Source: an optimization exercise on an open RTL-to-GDS flow (aim: small area). Production flows keep margins and buffers that such runs may drop. Only simulation tests tie the RTL to the original design; equivalence was not proved.

==> flow/design.v, too long to show whole: its modules and the start of the top module <==
// module mm_fa: 4 lines
// module mm_ha: 4 lines
// module mm_benc: 7 lines
// module mm_xnor: 3 lines
// module mm_aoi: 3 lines
// module mm_phase: 4 lines
// module MatrixMultiplier: 1023 lines
module MatrixMultiplier
    #(
        parameter WIDTH = 16
    )(
        input                            NRST,CLK,START,
        input      signed [WIDTH - 1: 0] A,B,
        output     signed [2*WIDTH  : 0] OUT,
        output                           OUT_STROBE
    );
  // ...
==> flow/flow/run.sh <==
#!/bin/bash
# Layout flow: the standard ORFS flow (standard.sh, standard synthesis unchanged) with two
# changes:
#  1. after synthesis, flow/downsize.py sets the combinational cells ABC upsized back to their
#     drive-strength-1 variant (same footprint and function); repair_design / repair_timing in
#     the later steps size up again where timing needs it. Flip-flops are not touched.
#  2. buffer_ports gives every input and output port a sky130_fd_sc_hd__buf_2 instead of the
#     delay buffer it picks by default.
# Each step's full output goes to a log file in this folder.
set -euo pipefail
ARGS=("BUFFER_PORTS_ARGS=-buffer_cell sky130_fd_sc_hd__buf_2")
R=orfs/results/${FLOW_PLATFORM:-sky130hd}/MatrixMultiplier/base
bash standard.sh "${ARGS[@]}" synth > flow_synth.log 2>&1
python3 flow/downsize.py "$FLOW_HOME/platforms/sky130hd/lib/sky130_fd_sc_hd__tt_025C_1v80.lib" \
  "$R/1_2_yosys.v" > flow_downsize.log 2>&1
rm -f "$R/1_synth.odb"
bash standard.sh "${ARGS[@]}" finish > flow_finish.log 2>&1
==> flow/flow/downsize.py <==
#!/usr/bin/env python3
"""Set every combinational cell of a Yosys netlist to its drive strength 1 (or 0) variant of
the same footprint in the liberty file, where that variant is smaller: ABC sizes cells for a
delay target far below the real one. The flow's repair_design and repair_timing size cells up again where timing needs it.
Flip-flops, buffers, inverters and clock cells are left as they are.
usage: downsize.py LIBERTY NETLIST"""
import re, sys
lib, net = sys.argv[1], sys.argv[2]
txt = open(lib).read()
heads = list(re.finditer(r'\bcell\s*\(\s*"?(sky130_fd_sc_hd__\w+)"?\s*\)', txt))
foot = {}
area = {}
for k, m in enumerate(heads):
    end = heads[k + 1].start() if k + 1 < len(heads) else len(txt)
    f = re.search(r'cell_footprint\s*:\s*"?([^";]+)', txt[m.end():end])
    a = re.search(r'\barea\s*:\s*([0-9.]+)', txt[m.end():end])
    if f and a:
        foot[m.group(1)] = f.group(1).strip()
        area[m.group(1)] = float(a.group(1))
SKIP = re.compile(r'sky130_fd_sc_hd__(df|sdf|edf|dl|sedf|clk|buf|inv|conb|tap|fill|decap|ha|fa)')
def smallest(cell):
    mm = re.match(r'(sky130_fd_sc_hd__[a-z0-9]+)_(\d+)$', cell)
    if not mm or cell not in foot or SKIP.match(cell):
        return cell
    for s in ('1', '0'):
        c = f"{mm.group(1)}_{s}"
        if c in foot and foot[c] == foot[cell] and area[c] < area[cell]:
            return c
    return cell
src = open(net).read()
count = {}
def sub(m):
    c = m.group(2); n = smallest(c)
    if n != c:
        count[(c, n)] = count.get((c, n), 0) + 1
    return m.group(1) + n + m.group(3)
out = re.sub(r'^(\s*)(sky130_fd_sc_hd__\w+)(\s)', sub, src, flags=re.M)
for (c, n), k in sorted(count.items()):
    print(f"{c} -> {n}: {k}")
open(net, 'w').write(out)
==> flow/standard.sh <==
#!/bin/bash
# synth_recipe.tcl (not shown) runs the flow's synth.tcl, then flattens the netlist and writes it again
# the make line also repeats each setting of config.mk as NAME=value (left out here)
make -C /OpenROAD-flow-scripts/flow DESIGN_CONFIG=/design/flow/config.mk WORK_HOME=/design/flow/orfs CLKGATE_MAP_FILE= SYNTH_SCRIPT=/design/flow/synth_recipe.tcl "${@:-finish}"
==> flow/config.mk <==
export PLATFORM = sky130hd
export DESIGN_NAME = MatrixMultiplier
export DESIGN_NICKNAME = MatrixMultiplier
export VERILOG_FILES = /design/flow/design.v
export SDC_FILE = /design/flow/constraint.sdc
export NUM_CORES = 4
export LEC_CHECK = 0
export CAP_MARGIN = 20
export CORE_MARGIN = 2
export CORE_UTILIZATION = 40
export CTS_BUF_LIST = sky130_fd_sc_hd__clkbuf_4 sky130_fd_sc_hd__clkbuf_8
export SLEW_MARGIN = 20
export SYNTH_HIERARCHICAL = 1
==> flow/constraint.sdc <==
create_clock -name core_clock -period 7.5 [get_ports {CLK}]
set_input_delay 1.5000 -clock core_clock [delete_from_list [all_inputs] [get_ports {CLK}]]
set_output_delay 1.5000 -clock core_clock [all_outputs]
set_load 0.01 [all_outputs]
==> metrics.cfg, run 1 <==
[run_status]
status=no timing/DRC/antenna violations

[global_routing]
grt_util_all_layers_pct=22.4
met2_usage_pct=35.5
grt_overflow=0

[route]
dr.pass1.iters=6
drtIter0Drc=544
drt-total-wl_mm=20.0
wl_met3_mm=1.54

[cells_and_area]
clockNetworkAreaShare_pct=1.30
seq_area_share_pct=8.91
post-route-util_pct=46.1
nNetsFinal=1001
multi_input_cells=601
clkbuf_count=8
dominant_cells=multi-input combinational cells
multi_input_area_share_pct=77.8
fin_area_sq_um=7980
layout-drive-gt1-share_pct=13.0

[floorplanning]
rows=48
dieArea_sq_um=18800
die_w_microns=137

[setup_path]
path_buf_inv=2
worst_ep_arrival_time_ns=7.06
crit_required_ns=7.75
crit_path_start=B[7]
crit_path_top_delay_cell=inv_1
cp_num_cells=20

[sta]
setup_violations=0
period_needed_ns=6.81
fin_crit_sh_pct=90.8

[clocking]
postCtsSetupBuffers=0
cts_sinks=35
cts_tree=yes
cts_buffers=5
insertion_delay_ns=0.33

[placement]
dp_cells=994

[run]
maxCapViolations=0

[min_path]
hold_path_depth=2

[synthesis]
post_synth.cell_area_avg_sq_um=10.4
netlist_instances=681

==> run 2: changes to the inputs <==
--- a/flow/design.v
+++ b/flow/design.v
@@ -605,444 +605,488 @@
   wire m331 = ~(np1 & Q[26]);
   wire m332 = ~(p1 | Q[27]);
   wire m333 = ~(np1 & Q[28]);
   wire m334 = ~(p1 | Q[29]);
   wire m335 = ~(np1 & Q[30]);
   wire m336 = ~(p1 | Q[31]);
   wire m337 = ~(np1 & Q[32]);
   wire s338, c339;
-  mm_ha u_s338 (.a(m319), .b(neg269), .s(s338), .co(c339));
+  mm_fa u_s338 (.a(m305), .b(neg3), .c(pp22), .s(s338), .co(c339));
   wire s340, c341;
-  mm_ha u_s340 (.a(m320), .b(pp109), .s(s340), .co(c341));
+  mm_fa u_s340 (.a(m306), .b(pp23), .c(c339), .s(s340), .co(c341));
   wire s342, c343;
-  mm_ha u_s342 (.a(m321), .b(pp110), .s(s342), .co(c343));
+  mm_fa u_s342 (.a(m307), .b(neg41), .c(pp24), .s(s342), .co(c343));
   wire s344, c345;
-  mm_ha u_s344 (.a(m313), .b(neg155), .s(s344), .co(c345));
+  mm_fa u_s344 (.a(pp60), .b(s342), .c(c341), .s(s344), .co(c345));
   wire s346, c347;
-  mm_ha u_s346 (.a(m314), .b(pp103), .s(s346), .co(c347));
+  mm_fa u_s346 (.a(m308), .b(pp25), .c(pp61), .s(s346), .co(c347));
   wire s348, c349;
-  mm_fa u_s348 (.a(m315), .b(neg193), .c(pp104), .s(s348), .co(c349));
+  mm_fa u_s348 (.a(c343), .b(s346), .c(c345), .s(s348), .co(c349));
   wire s350, c351;
-  mm_ha u_s350 (.a(pp140), .b(pp176), .s(s350), .co(c351));
+  mm_fa u_s350 (.a(m309), .b(neg79), .c(pp26), .s(s350), .co(c351));
   wire s352, c353;
-  mm_fa u_s352 (.a(m316), .b(pp105), .c(pp141), .s(s352), .co(c353));
+  mm_fa u_s352 (.a(pp62), .b(pp98), .c(c347), .s(s352), .co(c353));
   wire s354, c355;
-  mm_ha u_s354 (.a(pp177), .b(pp213), .s(s354), .co(c355));
+  mm_fa u_s354 (.a(s350), .b(s352), .c(c349), .s(s354), .co(c355));
   wire s356, c357;
-  mm_fa u_s356 (.a(m317), .b(neg231), .c(pp106), .s(s356), .co(c357));
+  mm_fa u_s356 (.a(m310), .b(pp27), .c(pp63), .s(s356), .co(c357));
   wire s358, c359;
-  mm_fa u_s358 (.a(pp142), .b(pp178), .c(pp214), .s(s358), .co(c359));
+  mm_fa u_s358 (.a(pp99), .b(c351), .c(s356), .s(s358), .co(c359));
   wire s360, c361;
-  mm_ha u_s360 (.a(pp250), .b(pp34), .s(s360), .co(c361));
+  mm_ha u_s360 (.a(c353), .b(s358), .s(s360), .co(c361));
   wire s362, c363;
-  mm_fa u_s362 (.a(m318), .b(pp107), .c(pp143), .s(s362), .co(c363));
+  mm_fa u_s362 (.a(m311), .b(neg117), .c(pp100), .s(s362), .co(c363));
   wire s364, c365;
-  mm_fa u_s364 (.a(pp179), .b(pp215), .c(pp251), .s(s364), .co(c365));
+  mm_fa u_s364 (.a(pp136), .b(pp28), .c(pp64), .s(s364), .co(c365));
   wire s366, c367;
-  mm_ha u_s366 (.a(pp35), .b(pp71), .s(s366), .co(c367));
+  mm_fa u_s366 (.a(c357), .b(s362), .c(s364), .s(s366), .co(c367));
   wire s368, c369;
-  mm_fa u_s368 (.a(s338), .b(pp108), .c(pp144), .s(s368), .co(c369));
+  mm_fa u_s368 (.a(c359), .b(s366), .c(c361), .s(s368), .co(c369));
   wire s370, c371;
-  mm_fa u_s370 (.a(pp180), .b(pp216), .c(pp252), .s(s370), .co(c371));
+  mm_fa u_s370 (.a(m312), .b(pp101), .c(pp137), .s(s370), .co(c371));
   wire s372, c373;
-  mm_fa u_s372 (.a(pp288), .b(pp36), .c(pp72), .s(s372), .co(c373));
+  mm_fa u_s372 (.a(pp29), .b(pp65), .c(c363), .s(s372), .co(c373));
   wire s374, c375;
-  mm_fa u_s374 (.a(c339), .b(pp145), .c(pp181), .s(s374), .co(c375));
+  mm_fa u_s374 (.a(c365), .b(s370), .c(c367), .s(s374), .co(c375));
   wire s376, c377;
-  mm_fa u_s376 (.a(pp217), .b(pp253), .c(pp289), .s(s376), .co(c377));
+  mm_fa u_s376 (.a(s372), .b(s374), .c(c369), .s(s376), .co(c377));
   wire s378, c379;
-  mm_fa u_s378 (.a(pp37), .b(pp73), .c(s340), .s(s378), .co(c379));
+  mm_fa u_s378 (.a(m313), .b(neg155), .c(pp102), .s(s378), .co(c379));
   wire s380, c381;
-  mm_fa u_s380 (.a(pp146), .b(pp182), .c(pp218), .s(s380), .co(c381));
+  mm_fa u_s380 (.a(pp138), .b(pp174), .c(pp30), .s(s380), .co(c381));
   wire s382, c383;
-  mm_fa u_s382 (.a(pp254), .b(pp290), .c(pp38), .s(s382), .co(c383));
+  mm_fa u_s382 (.a(pp66), .b(c371), .c(s378), .s(s382), .co(c383));
   wire s384, c385;
-  mm_fa u_s384 (.a(pp74), .b(c341), .c(s342), .s(s384), .co(c385));
+  mm_fa u_s384 (.a(s380), .b(c373), .c(s382), .s(s384), .co(c385));
   wire s386, c387;
-  mm_fa u_s386 (.a(m322), .b(pp111), .c(pp147), .s(s386), .co(c387));
+  mm_fa u_s386 (.a(c375), .b(s384), .c(c377), .s(s386), .co(c387));
   wire s388, c389;
-  mm_fa u_s388 (.a(pp183), .b(pp219), .c(pp255), .s(s388), .co(c389));
+  mm_fa u_s388 (.a(m314), .b(pp103), .c(pp139), .s(s388), .co(c389));
   wire s390, c391;
-  mm_fa u_s390 (.a(pp291), .b(pp75), .c(c343), .s(s390), .co(c391));
+  mm_fa u_s390 (.a(pp175), .b(pp31), .c(pp67), .s(s390), .co(c391));
   wire s392, c393;
-  mm_fa u_s392 (.a(m323), .b(pp112), .c(pp148), .s(s392), .co(c393));
+  mm_fa u_s392 (.a(c379), .b(c381), .c(s388), .s(s392), .co(c393));
   wire s394, c395;
-  mm_fa u_s394 (.a(pp184), .b(pp220), .c(pp256), .s(s394), .co(c395));
+  mm_fa u_s394 (.a(s390), .b(c383), .c(s392), .s(s394), .co(c395));
   wire s396, c397;
-  mm_ha u_s396 (.a(pp292), .b(pp76), .s(s396), .co(c397));
+  mm_fa u_s396 (.a(c385), .b(s394), .c(c387), .s(s396), .co(c397));
   wire s398, c399;
-  mm_fa u_s398 (.a(m324), .b(pp113), .c(pp149), .s(s398), .co(c399));
+  mm_fa u_s398 (.a(m315), .b(neg193), .c(pp104), .s(s398), .co(c399));
   wire s400, c401;
-  mm_fa u_s400 (.a(pp185), .b(pp221), .c(pp257), .s(s400), .co(c401));
+  mm_fa u_s400 (.a(pp140), .b(pp176), .c(pp212), .s(s400), .co(c401));
   wire s402, c403;
-  mm_fa u_s402 (.a(m325), .b(pp114), .c(pp150), .s(s402), .co(c403));
+  mm_fa u_s402 (.a(pp32), .b(pp68), .c(c389), .s(s402), .co(c403));
   wire s404, c405;
-  mm_ha u_s404 (.a(pp186), .b(pp222), .s(s404), .co(c405));
+  mm_fa u_s404 (.a(c391), .b(s398), .c(s400), .s(s404), .co(c405));
   wire s406, c407;
-  mm_fa u_s406 (.a(m326), .b(pp151), .c(pp187), .s(s406), .co(c407));
+  mm_fa u_s406 (.a(c393), .b(s402), .c(s404), .s(s406), .co(c407));
   wire s408, c409;
-  mm_ha u_s408 (.a(m327), .b(pp152), .s(s408), .co(c409));
+  mm_ha u_s408 (.a(c395), .b(s406), .s(s408), .co(c409));
   wire s410, c411;
-  mm_ha u_s410 (.a(m309), .b(neg79), .s(s410), .co(c411));
+  mm_fa u_s410 (.a(m316), .b(pp105), .c(pp141), .s(s410), .co(c411));
   wire s412, c413;
-  mm_ha u_s412 (.a(m310), .b(pp27), .s(s412), .co(c413));
+  mm_fa u_s412 (.a(pp177), .b(pp213), .c(pp33), .s(s412), .co(c413));
   wire s414, c415;
-  mm_fa u_s414 (.a(m311), .b(neg117), .c(pp100), .s(s414), .co(c415));
+  mm_fa u_s414 (.a(pp69), .b(c399), .c(c401), .s(s414), .co(c415));
   wire s416, c417;
-  mm_ha u_s416 (.a(pp136), .b(pp28), .s(s416), .co(c417));
+  mm_fa u_s416 (.a(s410), .b(s412), .c(c403), .s(s416), .co(c417));
   wire s418, c419;
-  mm_fa u_s418 (.a(m312), .b(pp101), .c(pp137), .s(s418), .co(c419));
+  mm_fa u_s418 (.a(c405), .b(s414), .c(s416), .s(s418), .co(c419));
   wire s420, c421;
-  mm_ha u_s420 (.a(pp29), .b(pp65), .s(s420), .co(c421));
+  mm_fa u_s420 (.a(c407), .b(c409), .c(s418), .s(s420), .co(c421));
   wire s422, c423;
-  mm_fa u_s422 (.a(s344), .b(pp102), .c(pp138), .s(s422), .co(c423));
+  mm_fa u_s422 (.a(m317), .b(neg231), .c(pp106), .s(s422), .co(c423));
   wire s424, c425;
-  mm_fa u_s424 (.a(pp174), .b(pp30), .c(pp66), .s(s424), .co(c425));
+  mm_fa u_s424 (.a(pp142), .b(pp178), .c(pp214), .s(s424), .co(c425));
   wire s426, c427;
-  mm_fa u_s426 (.a(c345), .b(pp139), .c(pp175), .s(s426), .co(c427));
+  mm_fa u_s426 (.a(pp250), .b(pp34), .c(pp70), .s(s426), .co(c427));
   wire s428, c429;
-  mm_fa u_s428 (.a(pp31), .b(pp67), .c(s346), .s(s428), .co(c429));
+  mm_fa u_s428 (.a(c411), .b(c413), .c(s422), .s(s428), .co(c429));
   wire s430, c431;
-  mm_fa u_s430 (.a(pp212), .b(pp32), .c(pp68), .s(s430), .co(c431));
+  mm_fa u_s430 (.a(s424), .b(s426), .c(c415), .s(s430), .co(c431));
   wire s432, c433;
-  mm_fa u_s432 (.a(c347), .b(s350), .c(s348), .s(s432), .co(c433));
+  mm_fa u_s432 (.a(s428), .b(c417), .c(s430), .s(s432), .co(c433));
   wire s434, c435;
-  mm_fa u_s434 (.a(pp33), .b(pp69), .c(c351), .s(s434), .co(c435));
+  mm_fa u_s434 (.a(c419), .b(s432), .c(c421), .s(s434), .co(c435));
   wire s436, c437;
-  mm_fa u_s436 (.a(s354), .b(c349), .c(s352), .s(s436), .co(c437));
+  mm_fa u_s436 (.a(m318), .b(pp107), .c(pp143), .s(s436), .co(c437));
   wire s438, c439;
-  mm_fa u_s438 (.a(pp70), .b(c355), .c(s360), .s(s438), .co(c439));
+  mm_fa u_s438 (.a(pp179), .b(pp215), .c(pp251), .s(s438), .co(c439));
   wire s440, c441;
-  mm_fa u_s440 (.a(c353), .b(s356), .c(s358), .s(s440), .co(c441));
+  mm_fa u_s440 (.a(pp35), .b(pp71), .c(c423), .s(s440), .co(c441));
   wire s442, c443;
-  mm_fa u_s442 (.a(c361), .b(s366), .c(c357), .s(s442), .co(c443));
+  mm_fa u_s442 (.a(c425), .b(c427), .c(s436), .s(s442), .co(c443));
   wire s444, c445;
-  mm_fa u_s444 (.a(c359), .b(s362), .c(s364), .s(s444), .co(c445));
+  mm_fa u_s444 (.a(s438), .b(c429), .c(s440), .s(s444), .co(c445));
   wire s446, c447;
-  mm_fa u_s446 (.a(c367), .b(c363), .c(c365), .s(s446), .co(c447));
+  mm_fa u_s446 (.a(s442), .b(c431), .c(s444), .s(s446), .co(c447));
   wire s448, c449;
-  mm_fa u_s448 (.a(s368), .b(s370), .c(s372), .s(s448), .co(c449));
+  mm_fa u_s448 (.a(c433), .b(s446), .c(c435), .s(s448), .co(c449));
   wire s450, c451;
-  mm_fa u_s450 (.a(c369), .b(c371), .c(c373), .s(s450), .co(c451));
+  mm_fa u_s450 (.a(m319), .b(neg269), .c(pp108), .s(s450), .co(c451));
   wire s452, c453;
-  mm_fa u_s452 (.a(s374), .b(s376), .c(s378), .s(s452), .co(c453));
+  mm_fa u_s452 (.a(pp144), .b(pp180), .c(pp216), .s(s452), .co(c453));
   wire s454, c455;
-  mm_fa u_s454 (.a(c375), .b(c377), .c(s380), .s(s454), .co(c455));
+  mm_fa u_s454 (.a(pp252), .b(pp288), .c(pp36), .s(s454), .co(c455));
   wire s456, c457;
-  mm_fa u_s456 (.a(s382), .b(c379), .c(s384), .s(s456), .co(c457));
+  mm_fa u_s456 (.a(pp72), .b(c437), .c(c439), .s(s456), .co(c457));
   wire s458, c459;
-  mm_fa u_s458 (.a(c381), .b(c383), .c(s386), .s(s458), .co(c459));
+  mm_fa u_s458 (.a(s450), .b(s452), .c(s454), .s(s458), .co(c459));
   wire s460, c461;
-  mm_fa u_s460 (.a(s388), .b(c385), .c(s390), .s(s460), .co(c461));
+  mm_fa u_s460 (.a(c441), .b(c443), .c(s456), .s(s460), .co(c461));
   wire s462, c463;
-  mm_fa u_s462 (.a(s396), .b(c387), .c(c389), .s(s462), .co(c463));
+  mm_fa u_s462 (.a(s458), .b(c445), .c(s460), .s(s462), .co(c463));
   wire s464, c465;
-  mm_fa u_s464 (.a(s392), .b(s394), .c(c391), .s(s464), .co(c465));
+  mm_ha u_s464 (.a(c447), .b(s462), .s(s464), .co(c465));
   wire s466, c467;
-  mm_fa u_s466 (.a(pp293), .b(c397), .c(c393), .s(s466), .co(c467));
+  mm_fa u_s466 (.a(m320), .b(pp109), .c(pp145), .s(s466), .co(c467));
   wire s468, c469;
-  mm_fa u_s468 (.a(c395), .b(s398), .c(s400), .s(s468), .co(c469));
+  mm_fa u_s468 (.a(pp181), .b(pp217), .c(pp253), .s(s468), .co(c469));
   wire s470, c471;
-  mm_fa u_s470 (.a(pp258), .b(pp294), .c(s404), .s(s470), .co(c471));
+  mm_fa u_s470 (.a(pp289), .b(pp37), .c(pp73), .s(s470), .co(c471));
   wire s472, c473;
-  mm_fa u_s472 (.a(c399), .b(c401), .c(s402), .s(s472), .co(c473));
+  mm_fa u_s472 (.a(c451), .b(c453), .c(c455), .s(s472), .co(c473));
   wire s474, c475;
-  mm_fa u_s474 (.a(pp223), .b(pp259), .c(pp295), .s(s474), .co(c475));
+  mm_fa u_s474 (.a(s466), .b(s468), .c(s470), .s(s474), .co(c475));
   wire s476, c477;
-  mm_fa u_s476 (.a(c405), .b(c403), .c(s406), .s(s476), .co(c477));
+  mm_fa u_s476 (.a(c457), .b(c459), .c(s472), .s(s476), .co(c477));
   wire s478, c479;
-  mm_fa u_s478 (.a(pp188), .b(pp224), .c(pp260), .s(s478), .co(c479));
+  mm_fa u_s478 (.a(s474), .b(c461), .c(s476), .s(s478), .co(c479));
   wire s480, c481;
-  mm_fa u_s480 (.a(pp296), .b(s408), .c(c407), .s(s480), .co(c481));
+  mm_fa u_s480 (.a(c463), .b(s478), .c(c465), .s(s480), .co(c481));
   wire s482, c483;
-  mm_fa u_s482 (.a(m328), .b(pp189), .c(pp225), .s(s482), .co(c483));
+  mm_fa u_s482 (.a(m321), .b(pp110), .c(pp146), .s(s482), .co(c483));
   wire s484, c485;
-  mm_fa u_s484 (.a(pp261), .b(pp297), .c(c409), .s(s484), .co(c485));
+  mm_fa u_s484 (.a(pp182), .b(pp218), .c(pp254), .s(s484), .co(c485));
   wire s486, c487;
-  mm_fa u_s486 (.a(m329), .b(pp190), .c(pp226), .s(s486), .co(c487));
+  mm_fa u_s486 (.a(pp290), .b(pp38), .c(pp74), .s(s486), .co(c487));
   wire s488, c489;
-  mm_ha u_s488 (.a(pp262), .b(pp298), .s(s488), .co(c489));
+  mm_fa u_s488 (.a(c467), .b(c469), .c(c471), .s(s488), .co(c489));
   wire s490, c491;
-  mm_fa u_s490 (.a(m330), .b(pp227), .c(pp263), .s(s490), .co(c491));
+  mm_fa u_s490 (.a(s482), .b(s484), .c(s486), .s(s490), .co(c491));
   wire s492, c493;
-  mm_ha u_s492 (.a(m331), .b(pp228), .s(s492), .co(c493));
+  mm_fa u_s492 (.a(c473), .b(c475), .c(s488), .s(s492), .co(c493));
   wire s494, c495;
-  mm_ha u_s494 (.a(m307), .b(neg41), .s(s494), .co(c495));
+  mm_fa u_s494 (.a(s490), .b(c477), .c(s492), .s(s494), .co(c495));
   wire s496, c497;
-  mm_ha u_s496 (.a(m308), .b(pp25), .s(s496), .co(c497));
+  mm_fa u_s496 (.a(c479), .b(s494), .c(c481), .s(s496), .co(c497));
   wire s498, c499;
-  mm_fa u_s498 (.a(s410), .b(pp26), .c(pp62), .s(s498), .co(c499));
+  mm_fa u_s498 (.a(m322), .b(pp111), .c(pp147), .s(s498), .co(c499));
   wire s500, c501;
-  mm_fa u_s500 (.a(c411), .b(pp63), .c(pp99), .s(s500), .co(c501));
+  mm_fa u_s500 (.a(pp183), .b(pp219), .c(pp255), .s(s500), .co(c501));
   wire s502, c503;
-  mm_fa u_s502 (.a(pp64), .b(c413), .c(s416), .s(s502), .co(c503));
+  mm_fa u_s502 (.a(pp291), .b(pp75), .c(c483), .s(s502), .co(c503));
   wire s504, c505;
-  mm_fa u_s504 (.a(c417), .b(s420), .c(c415), .s(s504), .co(c505));
+  mm_fa u_s504 (.a(c485), .b(c487), .c(s498), .s(s504), .co(c505));
   wire s506, c507;
-  mm_fa u_s506 (.a(c421), .b(c419), .c(s422), .s(s506), .co(c507));
+  mm_fa u_s506 (.a(s500), .b(c489), .c(c491), .s(s506), .co(c507));
   wire s508, c509;
-  mm_fa u_s508 (.a(c423), .b(c425), .c(s426), .s(s508), .co(c509));
+  mm_fa u_s508 (.a(s502), .b(s504), .c(c493), .s(s508), .co(c509));
   wire s510, c511;
-  mm_fa u_s510 (.a(c427), .b(s430), .c(c429), .s(s510), .co(c511));
+  mm_fa u_s510 (.a(s506), .b(c495), .c(s508), .s(s510), .co(c511));
   wire s512, c513;
-  mm_fa u_s512 (.a(c431), .b(s434), .c(c433), .s(s512), .co(c513));
+  mm_fa u_s512 (.a(m323), .b(pp112), .c(pp148), .s(s512), .co(c513));
   wire s514, c515;
-  mm_fa u_s514 (.a(c435), .b(s438), .c(c437), .s(s514), .co(c515));
+  mm_fa u_s514 (.a(pp184), .b(pp220), .c(pp256), .s(s514), .co(c515));
   wire s516, c517;
-  mm_fa u_s516 (.a(c439), .b(c441), .c(s442), .s(s516), .co(c517));
+  mm_fa u_s516 (.a(pp292), .b(pp76), .c(c499), .s(s516), .co(c517));
   wire s518, c519;
-  mm_fa u_s518 (.a(c443), .b(c445), .c(s446), .s(s518), .co(c519));
+  mm_fa u_s518 (.a(c501), .b(s512), .c(s514), .s(s518), .co(c519));
   wire s520, c521;
-  mm_fa u_s520 (.a(c447), .b(c449), .c(s450), .s(s520), .co(c521));
+  mm_fa u_s520 (.a(c503), .b(c505), .c(s516), .s(s520), .co(c521));
   wire s522, c523;
-  mm_fa u_s522 (.a(c451), .b(s454), .c(c453), .s(s522), .co(c523));
+  mm_fa u_s522 (.a(s518), .b(c507), .c(s520), .s(s522), .co(c523));
   wire s524, c525;
-  mm_fa u_s524 (.a(c455), .b(s458), .c(c457), .s(s524), .co(c525));
+  mm_fa u_s524 (.a(c509), .b(s522), .c(c511), .s(s524), .co(c525));
   wire s526, c527;
-  mm_fa u_s526 (.a(c459), .b(s462), .c(c461), .s(s526), .co(c527));
+  mm_fa u_s526 (.a(m324), .b(pp113), .c(pp149), .s(s526), .co(c527));
   wire s528, c529;
-  mm_fa u_s528 (.a(c463), .b(s466), .c(s468), .s(s528), .co(c529));
+  mm_fa u_s528 (.a(pp185), .b(pp221), .c(pp257), .s(s528), .co(c529));
   wire s530, c531;
-  mm_fa u_s530 (.a(s470), .b(c467), .c(c469), .s(s530), .co(c531));
+  mm_fa u_s530 (.a(pp293), .b(c513), .c(c515), .s(s530), .co(c531));
   wire s532, c533;
-  mm_fa u_s532 (.a(s474), .b(c471), .c(c473), .s(s532), .co(c533));
+  mm_fa u_s532 (.a(s526), .b(s528), .c(c517), .s(s532), .co(c533));
   wire s534, c535;
-  mm_fa u_s534 (.a(c475), .b(s478), .c(c477), .s(s534), .co(c535));
+  mm_fa u_s534 (.a(c519), .b(s530), .c(c521), .s(s534), .co(c535));
   wire s536, c537;
-  mm_fa u_s536 (.a(c479), .b(s482), .c(s484), .s(s536), .co(c537));
+  mm_fa u_s536 (.a(s532), .b(c523), .c(s534), .s(s536), .co(c537));
   wire s538, c539;
-  mm_fa u_s538 (.a(s488), .b(c483), .c(s486), .s(s538), .co(c539));
+  mm_fa u_s538 (.a(m325), .b(pp114), .c(pp150), .s(s538), .co(c539));
   wire s540, c541;
-  mm_fa u_s540 (.a(pp299), .b(c489), .c(c487), .s(s540), .co(c541));
+  mm_fa u_s540 (.a(pp186), .b(pp222), .c(pp258), .s(s540), .co(c541));
   wire s542, c543;
-  mm_fa u_s542 (.a(pp264), .b(pp300), .c(s492), .s(s542), .co(c543));
+  mm_fa u_s542 (.a(pp294), .b(c527), .c(c529), .s(s542), .co(c543));
   wire s544, c545;
-  mm_fa u_s544 (.a(m332), .b(pp265), .c(pp301), .s(s544), .co(c545));
+  mm_fa u_s544 (.a(s538), .b(s540), .c(c531), .s(s544), .co(c545));
   wire s546, c547;
-  mm_ha u_s546 (.a(m333), .b(pp266), .s(s546), .co(c547));
+  mm_fa u_s546 (.a(s542), .b(c533), .c(s544), .s(s546), .co(c547));
   wire s548, c549;
-  mm_ha u_s548 (.a(m305), .b(neg3), .s(s548), .co(c549));
+  mm_fa u_s548 (.a(c535), .b(s546), .c(c537), .s(s548), .co(c549));
   wire s550, c551;
-  mm_ha u_s550 (.a(m306), .b(pp23), .s(s550), .co(c551));
+  mm_fa u_s550 (.a(m326), .b(pp151), .c(pp187), .s(s550), .co(c551));
   wire s552, c553;
-  mm_fa u_s552 (.a(s494), .b(pp24), .c(pp60), .s(s552), .co(c553));
+  mm_fa u_s552 (.a(pp223), .b(pp259), .c(pp295), .s(s552), .co(c553));
   wire s554, c555;
-  mm_fa u_s554 (.a(c495), .b(pp61), .c(s496), .s(s554), .co(c555));
+  mm_fa u_s554 (.a(c539), .b(c541), .c(s550), .s(s554), .co(c555));
   wire s556, c557;
-  mm_fa u_s556 (.a(pp98), .b(c497), .c(s498), .s(s556), .co(c557));
+  mm_fa u_s556 (.a(s552), .b(c543), .c(s554), .s(s556), .co(c557));
   wire s558, c559;
-  mm_fa u_s558 (.a(s412), .b(c499), .c(s500), .s(s558), .co(c559));
+  mm_fa u_s558 (.a(c545), .b(s556), .c(c547), .s(s558), .co(c559));
   wire s560, c561;
-  mm_fa u_s560 (.a(c501), .b(s414), .c(s502), .s(s560), .co(c561));
+  mm_fa u_s560 (.a(m327), .b(pp152), .c(pp188), .s(s560), .co(c561));
   wire s562, c563;
-  mm_fa u_s562 (.a(s418), .b(c503), .c(s504), .s(s562), .co(c563));
+  mm_fa u_s562 (.a(pp224), .b(pp260), .c(pp296), .s(s562), .co(c563));
   wire s564, c565;
-  mm_fa u_s564 (.a(s424), .b(c505), .c(s506), .s(s564), .co(c565));
+  mm_fa u_s564 (.a(c551), .b(c553), .c(s560), .s(s564), .co(c565));
   wire s566, c567;
-  mm_fa u_s566 (.a(s428), .b(c507), .c(s508), .s(s566), .co(c567));
+  mm_fa u_s566 (.a(s562), .b(c555), .c(s564), .s(s566), .co(c567));
   wire s568, c569;
-  mm_fa u_s568 (.a(c509), .b(s432), .c(s510), .s(s568), .co(c569));
+  mm_fa u_s568 (.a(c557), .b(s566), .c(c559), .s(s568), .co(c569));
   wire s570, c571;
-  mm_fa u_s570 (.a(s436), .b(c511), .c(s512), .s(s570), .co(c571));
+  mm_fa u_s570 (.a(m328), .b(pp189), .c(pp225), .s(s570), .co(c571));
   wire s572, c573;
-  mm_fa u_s572 (.a(s440), .b(c513), .c(s514), .s(s572), .co(c573));
+  mm_fa u_s572 (.a(pp261), .b(pp297), .c(c561), .s(s572), .co(c573));
   wire s574, c575;
-  mm_fa u_s574 (.a(s444), .b(c515), .c(s516), .s(s574), .co(c575));
+  mm_fa u_s574 (.a(c563), .b(s570), .c(c565), .s(s574), .co(c575));
   wire s576, c577;
-  mm_fa u_s576 (.a(s448), .b(c517), .c(s518), .s(s576), .co(c577));
+  mm_fa u_s576 (.a(s572), .b(c567), .c(s574), .s(s576), .co(c577));
   wire s578, c579;
-  mm_fa u_s578 (.a(s452), .b(c519), .c(s520), .s(s578), .co(c579));
+  mm_fa u_s578 (.a(m329), .b(pp190), .c(pp226), .s(s578), .co(c579));
   wire s580, c581;
-  mm_fa u_s580 (.a(s456), .b(c521), .c(s522), .s(s580), .co(c581));
+  mm_fa u_s580 (.a(pp262), .b(pp298), .c(c571), .s(s580), .co(c581));
   wire s582, c583;
-  mm_fa u_s582 (.a(s460), .b(c523), .c(s524), .s(s582), .co(c583));
+  mm_fa u_s582 (.a(s578), .b(c573), .c(s580), .s(s582), .co(c583));
   wire s584, c585;
-  mm_fa u_s584 (.a(s464), .b(c525), .c(s526), .s(s584), .co(c585));
+  mm_fa u_s584 (.a(c575), .b(s582), .c(c577), .s(s584), .co(c585));
   wire s586, c587;
-  mm_fa u_s586 (.a(c465), .b(s528), .c(c527), .s(s586), .co(c587));
+  mm_fa u_s586 (.a(m330), .b(pp227), .c(pp263), .s(s586), .co(c587));
   wire s588, c589;
-  mm_fa u_s588 (.a(s472), .b(c529), .c(s530), .s(s588), .co(c589));
+  mm_fa u_s588 (.a(pp299), .b(c579), .c(s586), .s(s588), .co(c589));
   wire s590, c591;
-  mm_fa u_s590 (.a(s476), .b(c531), .c(s532), .s(s590), .co(c591));
+  mm_fa u_s590 (.a(c581), .b(s588), .c(c583), .s(s590), .co(c591));
   wire s592, c593;
-  mm_fa u_s592 (.a(s480), .b(c533), .c(s534), .s(s592), .co(c593));
+  mm_fa u_s592 (.a(m331), .b(pp228), .c(pp264), .s(s592), .co(c593));
   wire s594, c595;
-  mm_fa u_s594 (.a(c481), .b(s536), .c(c535), .s(s594), .co(c595));
+  mm_fa u_s594 (.a(pp300), .b(c587), .c(s592), .s(s594), .co(c595));
   wire s596, c597;
-  mm_fa u_s596 (.a(c485), .b(s538), .c(c537), .s(s596), .co(c597));
+  mm_fa u_s596 (.a(c589), .b(s594), .c(c591), .s(s596), .co(c597));
   wire s598, c599;
-  mm_fa u_s598 (.a(s490), .b(c539), .c(s540), .s(s598), .co(c599));
+  mm_fa u_s598 (.a(m332), .b(pp265), .c(pp301), .s(s598), .co(c599));
   wire s600, c601;
-  mm_fa u_s600 (.a(c491), .b(s542), .c(c541), .s(s600), .co(c601));
+  mm_fa u_s600 (.a(c593), .b(s598), .c(c595), .s(s600), .co(c601));
   wire s602, c603;
-  mm_fa u_s602 (.a(c493), .b(s544), .c(c543), .s(s602), .co(c603));
+  mm_fa u_s602 (.a(m333), .b(pp266), .c(pp302), .s(s602), .co(c603));
   wire s604, c605;
-  mm_fa u_s604 (.a(pp302), .b(s546), .c(c545), .s(s604), .co(c605));
+  mm_fa u_s604 (.a(c599), .b(s602), .c(c601), .s(s604), .co(c605));
   wire s606, c607;
-  mm_fa u_s606 (.a(m334), .b(pp303), .c(c547), .s(s606), .co(c607));
+  mm_fa u_s606 (.a(m334), .b(pp303), .c(c603), .s(s606), .co(c607));
   wire s608, c609;
-  mm_ha u_s608 (.a(m335), .b(pp304), .s(s608), .co(c609));
+  mm_fa u_s608 (.a(m335), .b(pp304), .c(c607), .s(s608), .co(c609));
   wire s610, c611;
-  mm_ha u_s610 (.a(s548), .b(pp22), .s(s610), .co(c611));
+  mm_ha u_s610 (.a(s360), .b(c355), .s(s610), .co(c611));
   wire s612, c613;
-  mm_fa u_s612 (.a(c549), .b(c611), .c(s550), .s(s612), .co(c613));
+  mm_ha u_s612 (.a(s408), .b(c397), .s(s612), .co(c613));
   wire s614, c615;
-  mm_fa u_s614 (.a(c551), .b(s552), .c(c613), .s(s614), .co(c615));
+  mm_ha u_s614 (.a(s464), .b(c449), .s(s614), .co(c615));
   wire s616, c617;
-  mm_fa u_s616 (.a(c553), .b(s554), .c(c615), .s(s616), .co(c617));
+  mm_ha u_s616 (.a(s510), .b(c497), .s(s616), .co(c617));
   wire s618, c619;
-  mm_fa u_s618 (.a(c555), .b(s556), .c(c617), .s(s618), .co(c619));
+  mm_ha u_s618 (.a(s536), .b(c525), .s(s618), .co(c619));
   wire s620, c621;
-  mm_fa u_s620 (.a(c557), .b(s558), .c(c619), .s(s620), .co(c621));
+  mm_ha u_s620 (.a(s558), .b(c549), .s(s620), .co(c621));
   wire s622, c623;
-  mm_ha u_s622 (.a(c559), .b(s560), .s(s622), .co(c623));
+  mm_ha u_s622 (.a(s576), .b(c569), .s(s622), .co(c623));
   wire s624, c625;
-  mm_ha u_s624 (.a(c561), .b(s562), .s(s624), .co(c625));
+  mm_ha u_s624 (.a(s590), .b(c585), .s(s624), .co(c625));
   wire s626, c627;
-  mm_ha u_s626 (.a(c563), .b(s564), .s(s626), .co(c627));
+  mm_ha u_s626 (.a(s600), .b(c597), .s(s626), .co(c627));
   wire s628, c629;
-  mm_ha u_s628 (.a(c565), .b(s566), .s(s628), .co(c629));
+  mm_ha u_s628 (.a(s606), .b(c605), .s(s628), .co(c629));
   wire s630, c631;
-  mm_ha u_s630 (.a(c567), .b(s568), .s(s630), .co(c631));
-  wire s632, c633;
-  mm_ha u_s632 (.a(c569), .b(s570), .s(s632), .co(c633));
-  wire s634, c635;
-  mm_ha u_s634 (.a(c571), .b(s572), .s(s634), .co(c635));
-  wire s636, c637;
-  mm_ha u_s636 (.a(c573), .b(s574), .s(s636), .co(c637));
-  wire s638, c639;
-  mm_ha u_s638 (.a(c575), .b(s576), .s(s638), .co(c639));
-  wire s640, c641;
-  mm_ha u_s640 (.a(c577), .b(s578), .s(s640), .co(c641));
-  wire s642, c643;
-  mm_ha u_s642 (.a(c579), .b(s580), .s(s642), .co(c643));
-  wire s644, c645;
-  mm_ha u_s644 (.a(c581), .b(s582), .s(s644), .co(c645));
-  wire s646, c647;
-  mm_ha u_s646 (.a(c583), .b(s584), .s(s646), .co(c647));
-  wire s648, c649;
-  mm_ha u_s648 (.a(c585), .b(s586), .s(s648), .co(c649));
-  wire s650, c651;
-  mm_ha u_s650 (.a(c587), .b(s588), .s(s650), .co(c651));
-  wire s652, c653;
-  mm_ha u_s652 (.a(c589), .b(s590), .s(s652), .co(c653));
-  wire s654, c655;
-  mm_ha u_s654 (.a(c591), .b(s592), .s(s654), .co(c655));
-  wire s656, c657;
-  mm_ha u_s656 (.a(c593), .b(s594), .s(s656), .co(c657));
-  wire s658, c659;
-  mm_ha u_s658 (.a(c595), .b(s596), .s(s658), .co(c659));
-  wire s660, c661;
-  mm_ha u_s660 (.a(c597), .b(s598), .s(s660), .co(c661));
-  wire s662, c663;
-  mm_ha u_s662 (.a(c599), .b(s600), .s(s662), .co(c663));
-  wire s664, c665;
-  mm_ha u_s664 (.a(c601), .b(s602), .s(s664), .co(c665));
-  wire s666, c667;
-  mm_ha u_s666 (.a(c603), .b(s604), .s(s666), .co(c667));
-  wire s668, c669;
-  mm_ha u_s668 (.a(c605), .b(s606), .s(s668), .co(c669));
-  wire s670, c671;
-  mm_ha u_s670 (.a(c607), .b(s608), .s(s670), .co(c671));
-  wire s672, c673;
-  mm_ha u_s672 (.a(c609), .b(m336), .s(s672), .co(c673));
-  wire G674 = c623 | (s622 & c621);
-  wire G675 = c627 | (s626 & c625);
-  wire P676 = s626 & s624;
-  wire G677 = c631 | (s630 & c629);
-  wire P678 = s630 & s628;
-  wire G679 = c635 | (s634 & c633);
-  wire P680 = s634 & s632;
-  wire G681 = c639 | (s638 & c637);
-  wire P682 = s638 & s636;
-  wire G683 = c643 | (s642 & c641);
-  wire P684 = s642 & s640;
-  wire G685 = c647 | (s646 & c645);
-  wire P686 = s646 & s644;
-  wire G687 = c651 | (s650 & c649);
-  wire P688 = s650 & s648;
-  wire G689 = c655 | (s654 & c653);
-  wire P690 = s654 & s652;
-  wire G691 = c659 | (s658 & c657);
-  wire P692 = s658 & s656;
-  wire G693 = c663 | (s662 & c661);
-  wire P694 = s662 & s660;
-  wire G695 = c667 | (s666 & c665);
-  wire P696 = s666 & s664;
-  wire G697 = c671 | (s670 & c669);
-  wire P698 = s670 & s668;
-  wire G699 = 1'b0 | (m337 & c673);
-  wire P700 = m337 & s672;
-  wire G701 = G675 | (P676 & G674);
-  wire G702 = G679 | (P680 & G677);
-  wire P703 = P680 & P678;
-  wire G704 = G683 | (P684 & G681);
-  wire P705 = P684 & P682;
-  wire G706 = G687 | (P688 & G685);
-  wire P707 = P688 & P686;
-  wire G708 = G691 | (P692 & G689);
-  wire P709 = P692 & P690;
-  wire G710 = G695 | (P696 & G693);
-  wire P711 = P696 & P694;
-  wire G712 = G699 | (P700 & G697);
-  wire P713 = P700 & P698;
-  wire G714 = G702 | (P703 & G701);
-  wire G715 = G706 | (P707 & G704);
-  wire P716 = P707 & P705;
-  wire G717 = G710 | (P711 & G708);
-  wire P718 = P711 & P709;
-  wire G719 = G715 | (P716 & G714);
-  wire G720 = G717 | (P718 & G719);
-  wire G721 = G704 | (P705 & G714);
-  wire G722 = G708 | (P709 & G719);
-  wire G723 = G712 | (P713 & G720);
-  wire G724 = G677 | (P678 & G701);
-  wire G725 = G681 | (P682 & G714);
-  wire G726 = G685 | (P686 & G721);
-  wire G727 = G689 | (P690 & G719);
-  wire G728 = G693 | (P694 & G722);
-  wire G729 = G697 | (P698 & G720);
-  wire G730 = c625 | (s624 & G674);
-  wire G731 = c629 | (s628 & G701);
-  wire G732 = c633 | (s632 & G724);
-  wire G733 = c637 | (s636 & G714);
-  wire G734 = c641 | (s640 & G725);
-  wire G735 = c645 | (s644 & G721);
-  wire G736 = c649 | (s648 & G726);
-  wire G737 = c653 | (s652 & G719);
-  wire G738 = c657 | (s656 & G727);
-  wire G739 = c661 | (s660 & G722);
-  wire G740 = c665 | (s664 & G728);
-  wire G741 = c669 | (s668 & G720);
-  wire G742 = c673 | (s672 & G729);
-  wire S743 = s622 ^ c621;
-  wire S744 = s624 ^ G674;
-  wire S745 = s626 ^ G730;
-  wire S746 = s628 ^ G701;
-  wire S747 = s630 ^ G731;
-  wire S748 = s632 ^ G724;
-  wire S749 = s634 ^ G732;
-  wire S750 = s636 ^ G714;
-  wire S751 = s638 ^ G733;
-  wire S752 = s640 ^ G725;
-  wire S753 = s642 ^ G734;
-  wire S754 = s644 ^ G721;
-  wire S755 = s646 ^ G735;
-  wire S756 = s648 ^ G726;
-  wire S757 = s650 ^ G736;
-  wire S758 = s652 ^ G719;
-  wire S759 = s654 ^ G737;
-  wire S760 = s656 ^ G727;
-  wire S761 = s658 ^ G738;
-  wire S762 = s660 ^ G722;
-  wire S763 = s662 ^ G739;
-  wire S764 = s664 ^ G728;
-  wire S765 = s666 ^ G740;
-  wire S766 = s668 ^ G720;
-  wire S767 = s670 ^ G741;
-  wire S768 = s672 ^ G729;
-  wire S769 = m337 ^ G742;
-  wire [2*WIDTH:0] S = {S769, S768, S767, S766, S765, S764, S763, S762, S761, S760, S759, S758, S757, S756, S755, S754, S753, S752, S751, S750, S749, S748, S747, S746, S745, S744, S743, s620, s618, s616, s614, s612, s610};
+  mm_ha u_s630 (.a(m336), .b(c609), .s(s630), .co(c631));
+  wire G632 = 1'b0 | (s368 & c611);
+  wire G633 = 1'b0 | (s386 & 1'b0);
+  wire P634 = s386 & s376;
+  wire G635 = c613 | (s612 & 1'b0);
+  wire P636 = s612 & s396;
+  wire G637 = 1'b0 | (s434 & 1'b0);
+  wire P638 = s434 & s420;
+  wire G639 = c615 | (s614 & 1'b0);
+  wire P640 = s614 & s448;
+  wire G641 = 1'b0 | (s496 & 1'b0);
+  wire P642 = s496 & s480;
+  wire G643 = 1'b0 | (s524 & c617);
+  wire P644 = s524 & s616;
+  wire G645 = 1'b0 | (s548 & c619);
+  wire P646 = s548 & s618;
+  wire G647 = 1'b0 | (s568 & c621);
+  wire P648 = s568 & s620;
+  wire G649 = 1'b0 | (s584 & c623);
+  wire P650 = s584 & s622;
+  wire G651 = 1'b0 | (s596 & c625);
+  wire P652 = s596 & s624;
+  wire G653 = 1'b0 | (s604 & c627);
+  wire P654 = s604 & s626;
+  wire G655 = 1'b0 | (s608 & c629);
+  wire P656 = s608 & s628;
+  wire G657 = 1'b0 | (m337 & c631);
+  wire P658 = m337 & s630;
+  wire G659 = 1'b0 | (s376 & G632);
+  wire G660 = G633 | (P634 & G632);
+  wire G661 = 1'b0 | (s420 & G635);
+  wire P662 = s420 & P636;
+  wire G663 = G637 | (P638 & G635);
+  wire P664 = P638 & P636;
+  wire G665 = 1'b0 | (s480 & G639);
+  wire P666 = s480 & P640;
+  wire G667 = G641 | (P642 & G639);
+  wire P668 = P642 & P640;
+  wire G669 = c619 | (s618 & G643);
+  wire P670 = s618 & P644;
+  wire G671 = G645 | (P646 & G643);
+  wire P672 = P646 & P644;
+  wire G673 = c623 | (s622 & G647);
+  wire P674 = s622 & P648;
+  wire G675 = G649 | (P650 & G647);
+  wire P676 = P650 & P648;
+  wire G677 = c627 | (s626 & G651);
+  wire P678 = s626 & P652;
+  wire G679 = G653 | (P654 & G651);
+  wire P680 = P654 & P652;
+  wire G681 = c631 | (s630 & G655);
+  wire P682 = s630 & P656;
+  wire G683 = G657 | (P658 & G655);
+  wire P684 = P658 & P656;
+  wire G685 = 1'b0 | (s396 & G660);
+  wire G686 = G635 | (P636 & G660);
+  wire G687 = G661 | (P662 & G660);
+  wire G688 = G663 | (P664 & G660);
+  wire G689 = c617 | (s616 & G667);
+  wire P690 = s616 & P668;
+  wire G691 = G643 | (P644 & G667);
+  wire P692 = P644 & P668;
+  wire G693 = G669 | (P670 & G667);
+  wire P694 = P670 & P668;
+  wire G695 = G671 | (P672 & G667);
+  wire P696 = P672 & P668;
+  wire G697 = c625 | (s624 & G675);
+  wire P698 = s624 & P676;
+  wire G699 = G651 | (P652 & G675);
+  wire P700 = P652 & P676;
+  wire G701 = G677 | (P678 & G675);
+  wire P702 = P678 & P676;
+  wire G703 = G679 | (P680 & G675);
+  wire P704 = P680 & P676;
+  wire G705 = 1'b0 | (s448 & G688);
+  wire G706 = G639 | (P640 & G688);
+  wire G707 = G665 | (P666 & G688);
+  wire G708 = G667 | (P668 & G688);
+  wire G709 = G689 | (P690 & G688);
+  wire G710 = G691 | (P692 & G688);
+  wire G711 = G693 | (P694 & G688);
+  wire G712 = G695 | (P696 & G688);
+  wire G713 = c629 | (s628 & G703);
+  wire P714 = s628 & P704;
+  wire G715 = G655 | (P656 & G703);
+  wire P716 = P656 & P704;
+  wire G717 = G681 | (P682 & G703);
+  wire P718 = P682 & P704;
+  wire G719 = G683 | (P684 & G703);
+  wire P720 = P684 & P704;
+  wire G721 = c621 | (s620 & G712);
+  wire G722 = G647 | (P648 & G712);
+  wire G723 = G673 | (P674 & G712);
+  wire G724 = G675 | (P676 & G712);
+  wire G725 = G697 | (P698 & G712);
+  wire G726 = G699 | (P700 & G712);
+  wire G727 = G701 | (P702 & G712);
+  wire G728 = G703 | (P704 & G712);
+  wire G729 = G713 | (P714 & G712);
+  wire G730 = G715 | (P716 & G712);
+  wire G731 = G717 | (P718 & G712);
+  wire G732 = G719 | (P720 & G712);
+  wire xn734;
+  mm_xnor u_xn734 (.a(s368), .b(c611), .y(xn734));
+  wire S733 = ~xn734;
+  wire xn736;
+  mm_xnor u_xn736 (.a(s376), .b(G632), .y(xn736));
+  wire S735 = ~xn736;
+  wire xn738;
+  mm_xnor u_xn738 (.a(s386), .b(G659), .y(xn738));
+  wire S737 = ~xn738;
+  wire xn740;
+  mm_xnor u_xn740 (.a(s396), .b(G660), .y(xn740));
+  wire S739 = ~xn740;
+  wire xn742;
+  mm_xnor u_xn742 (.a(s612), .b(G685), .y(xn742));
+  wire S741 = ~xn742;
+  wire xn744;
+  mm_xnor u_xn744 (.a(s420), .b(G686), .y(xn744));
+  wire S743 = ~xn744;
+  wire xn746;
+  mm_xnor u_xn746 (.a(s434), .b(G687), .y(xn746));
+  wire S745 = ~xn746;
+  wire xn748;
+  mm_xnor u_xn748 (.a(s448), .b(G688), .y(xn748));
+  wire S747 = ~xn748;
+  wire xn750;
+  mm_xnor u_xn750 (.a(s614), .b(G705), .y(xn750));
+  wire S749 = ~xn750;
+  wire xn752;
+  mm_xnor u_xn752 (.a(s480), .b(G706), .y(xn752));
+  wire S751 = ~xn752;
+  wire xn754;
+  mm_xnor u_xn754 (.a(s496), .b(G707), .y(xn754));
+  wire S753 = ~xn754;
+  wire xn756;
+  mm_xnor u_xn756 (.a(s616), .b(G708), .y(xn756));
+  wire S755 = ~xn756;
+  wire xn758;
+  mm_xnor u_xn758 (.a(s524), .b(G709), .y(xn758));
+  wire S757 = ~xn758;
+  wire xn760;
+  mm_xnor u_xn760 (.a(s618), .b(G710), .y(xn760));
+  wire S759 = ~xn760;
+  wire xn762;
+  mm_xnor u_xn762 (.a(s548), .b(G711), .y(xn762));
+  wire S761 = ~xn762;
+  wire xn764;
+  mm_xnor u_xn764 (.a(s620), .b(G712), .y(xn764));
+  wire S763 = ~xn764;
+  wire xn766;
+  mm_xnor u_xn766 (.a(s568), .b(G721), .y(xn766));
+  wire S765 = ~xn766;
+  wire xn768;
+  mm_xnor u_xn768 (.a(s622), .b(G722), .y(xn768));
+  wire S767 = ~xn768;
+  wire xn770;
+  mm_xnor u_xn770 (.a(s584), .b(G723), .y(xn770));
+  wire S769 = ~xn770;
+  wire xn772;
+  mm_xnor u_xn772 (.a(s624), .b(G724), .y(xn772));
+  wire S771 = ~xn772;
+  wire xn774;
+  mm_xnor u_xn774 (.a(s596), .b(G725), .y(xn774));
+  wire S773 = ~xn774;
+  wire xn776;
+  mm_xnor u_xn776 (.a(s626), .b(G726), .y(xn776));
+  wire S775 = ~xn776;
+  wire xn778;
+  mm_xnor u_xn778 (.a(s604), .b(G727), .y(xn778));
+  wire S777 = ~xn778;
+  wire xn780;
+  mm_xnor u_xn780 (.a(s628), .b(G728), .y(xn780));
+  wire S779 = ~xn780;
+  wire xn782;
+  mm_xnor u_xn782 (.a(s608), .b(G729), .y(xn782));
+  wire S781 = ~xn782;
+  wire xn784;
+  mm_xnor u_xn784 (.a(s630), .b(G730), .y(xn784));
+  wire S783 = ~xn784;
+  wire xn786;
+  mm_xnor u_xn786 (.a(m337), .b(G731), .y(xn786));
+  wire S785 = ~xn786;
+  wire [2*WIDTH:0] S = {S785, S783, S781, S779, S777, S775, S773, S771, S769, S767, S765, S763, S761, S759, S757, S755, S753, S751, S749, S747, S745, S743, S741, S739, S737, S735, S733, s610, s354, s348, s344, s340, s338};
   always @(posedge CLK)
     Q <= ~S;
   assign OUT = Q;
 endmodule
==> flow/config.mk (replaced) <==
export PLATFORM = sky130hd
export DESIGN_NAME = MatrixMultiplier
export DESIGN_NICKNAME = MatrixMultiplier
export VERILOG_FILES = /design/flow/design.v
export SDC_FILE = /design/flow/constraint.sdc
export NUM_CORES = 4
export LEC_CHECK = 0
export CAP_MARGIN = 20
export CORE_MARGIN = 2
export CORE_UTILIZATION = 60
export CTS_BUF_LIST = sky130_fd_sc_hd__clkbuf_4 sky130_fd_sc_hd__clkbuf_8
export SLEW_MARGIN = 20
export SYNTH_HIERARCHICAL = 1
==> metrics.cfg, run 2 <==
[clocking]
cts_sinks=35  ; unchanged
cts-root-to-sink-buffers=2
cts_tree=yes
htreeDepth=2
clkTransAtPathRegs_ns=0.07
holdBufCountCts=0
ctsResizeCount=0
insertion_delay_ns=0.32  ; about the same
cts_buffers=5  ; unchanged
postCtsSetupBuffers=0  ; unchanged
cts_root_buf=clkbuf_8

[route]
wl_per_cell_microns=22.0
drc_errors=0
vias_per_cell=6.27
dr.pass1.iters=6  ; unchanged
drtAntennaViolNets=0
vias=5516
drt-total-wl_mm=19.3  ; -3.4%
drtIter0Drc=420  ; -23%

[setup_path]
crit_path_top_delay_cell=o21ai_0
critPathLaunchType=input pin
rr_startpoint=s1
end_kind=register
cpPeakStageDelay_ns=0.48
reg2reg_slack_ns=1.33
cpMostUsedCell=fa_1
crit_chain=buf_2 -> ha_1 -> and2b_1 -> inv_1 -> buf_4 -> buf_4 -> xnor2_1 -> a22oi_1 -> fa_1 -> fa_1 -> fa_1 -> fa_1 -> fa_1 -> fa_1 -> ha_1 -> and3_1 -> o21ai_0 -> o21ai_1 -> o21ai_1 -> o21ai_1 -> xnor2_1
worst_ep_arrival_time_ns=7.44  ; +0.38 ns
crit_fanout=8
r2r_end=Q[24]
crit_type=input pin to register
reg2reg_depth=18
crit_required_ns=7.73  ; -0.02 ns

[synthesis]
netlist_instances=633  ; -7.0%
syn-cell-area_sq_um=6820
post_synth.cell_area_avg_sq_um=10.8  ; +3.4%
ys_warn_count=7
synth_fp_nets=823

[placement]
place_congestion=0.929
hpwl_mm=16.0
place_ws_ns=0.0972
port-buffer-count=68
placed_cell_area_sq_um=7590
dp_cells=872  ; -12%

[sta]
skew_ns=0.0144
hold_viol=0
fin_ws_ns=0.295
fin_crit_sh_pct=96.1  ; +5.3 points
drv_slew=0
clock.fmax_mhz=139
tightestPinTransition_ns=0.918
setup_violations=0  ; unchanged
slew_headroom_pct=38.8
worst_hold_slack_ns=0.489
rsz0062_at_grt=no
fin_setup_tns_ns=0
period_needed_ns=7.21  ; +0.398 ns

[run]
maxCapViolations=0  ; unchanged

[cells_and_area]
largest_reg_flops=33
layout_commonest_cell=xnor2_1
n_antenna_cell=0
reg.largest.list=Q (33), s0 (1), s1 (1)
syn_to_final_growth_pct=13.4
layout-drive-gt1-share_pct=15.7  ; +2.7 points
fin_cells=880
multi_input_comb_area_sq_um=5990
n_fill_cell=888
nNetsFinal=929  ; -7.2%
post-route-util_pct=70.4  ; +24 points
fin_area_sq_um=7730  ; -3.2%
final_cell_mix=155 x xnor2_1, 133 x fa_1, 127 x a22oi_1
max_flop_register=Q
seqCellArea_sq_um=711

[run_status]
status=no timing/DRC/antenna violations

[floorplanning]
dieHeight_microns=111
coreArea_sq_um=11000
dieArea_sq_um=12200  ; -35%
io_pins=69
die_w_microns=111  ; -19%
start_util_pct=62.1
rows=38  ; -21%

[min_path]
hp-start=Q[32]
min_to=Q[32]
hp-class=register to register
hold_path_depth=2  ; unchanged

[global_routing]
grt_overflow=0  ; unchanged
grt_util_all_layers_pct=33.2  ; +11 points
grt_pass1_vias=5860
grt_pass1_wl_mm=31.3
antenna_found_initial=0
grt_max_degree=19

## run 2: how the worst max path moves through the flow
stage	start	slack, ns	endpoint	cells after the start
2_1_floorplan	B[6]	0.61	Q[24]	19
3_3_place_gp	B[7]	0.12	Q[28]	20
3_5_place_dp	B[7]	0.1	Q[28]	20
4_1_cts	B[5]	0.42	Q[24]	21
5_1_grt	B[5]	0.12	Q[24]	21
6_report	B[10]	0.29	Q[28]	21
## run 2: layout make-up
cell class | count | share of cell area [%]
multi-input combinational | 568 | 77.5
sequential | 35 | 9.20
timing repair buffer | 103 | 7.97
tap | 140 | 2.27
inverter | 26 | 1.26
clock buffer | 6 | 0.988
clock inverter | 2 | 0.777
## run 2: worst max-delay path, delay by kind of cell
family	cells	cell delay, ns
XOR/XNOR	2	0.47
buffers and inverters	4	0.74
adder cells (fa/ha/maj)	8	3.00
AND/OR/NAND/NOR	2	0.40
AO/OA/AOI/OAI	5	1.32
## run 2: metal layers
metal | global-route usage [%] | part of all wire [%]
met1 | 43.8 | 41
met4 | 9.58 | 2.9
met5 | 0 | 0
met2 | 57.8 | 51
met3 | 4.23 | 5.3

==> what the ideal ports hide <==
In the flow no input, the clock included, has a driving cell. The finished layouts below were timed again as built, in two steps.
Step 1, drivers: a clkbuf_16 drives CLK and a buf_2 each remaining input, both assumed.
Step 2, shift: input delay + t, output delay - t, t = (earliest + latest rising clock arrival at the registers) / 2. This alone moves slack from input paths to output paths.
Three values: ideal, step 1, step 2; two values: the first two.
| run | t (ns) | slack for setup (ns) | worst slew at a driven data input, ns |
|---|---|---|---|
| run 1 | 0.359 | 0.693 / 0.705 / 0.346 | 0.04 |
| run 2 | 0.351 | 0.295 / 0.303 / -0.047 | 0.04 |
With both steps, setup timing fails in run 2, where it was met with ideal ports. For run 1, which loses most, drivers alone change the setup slack by +0.012 ns; drivers and shift together by -0.347 ns.
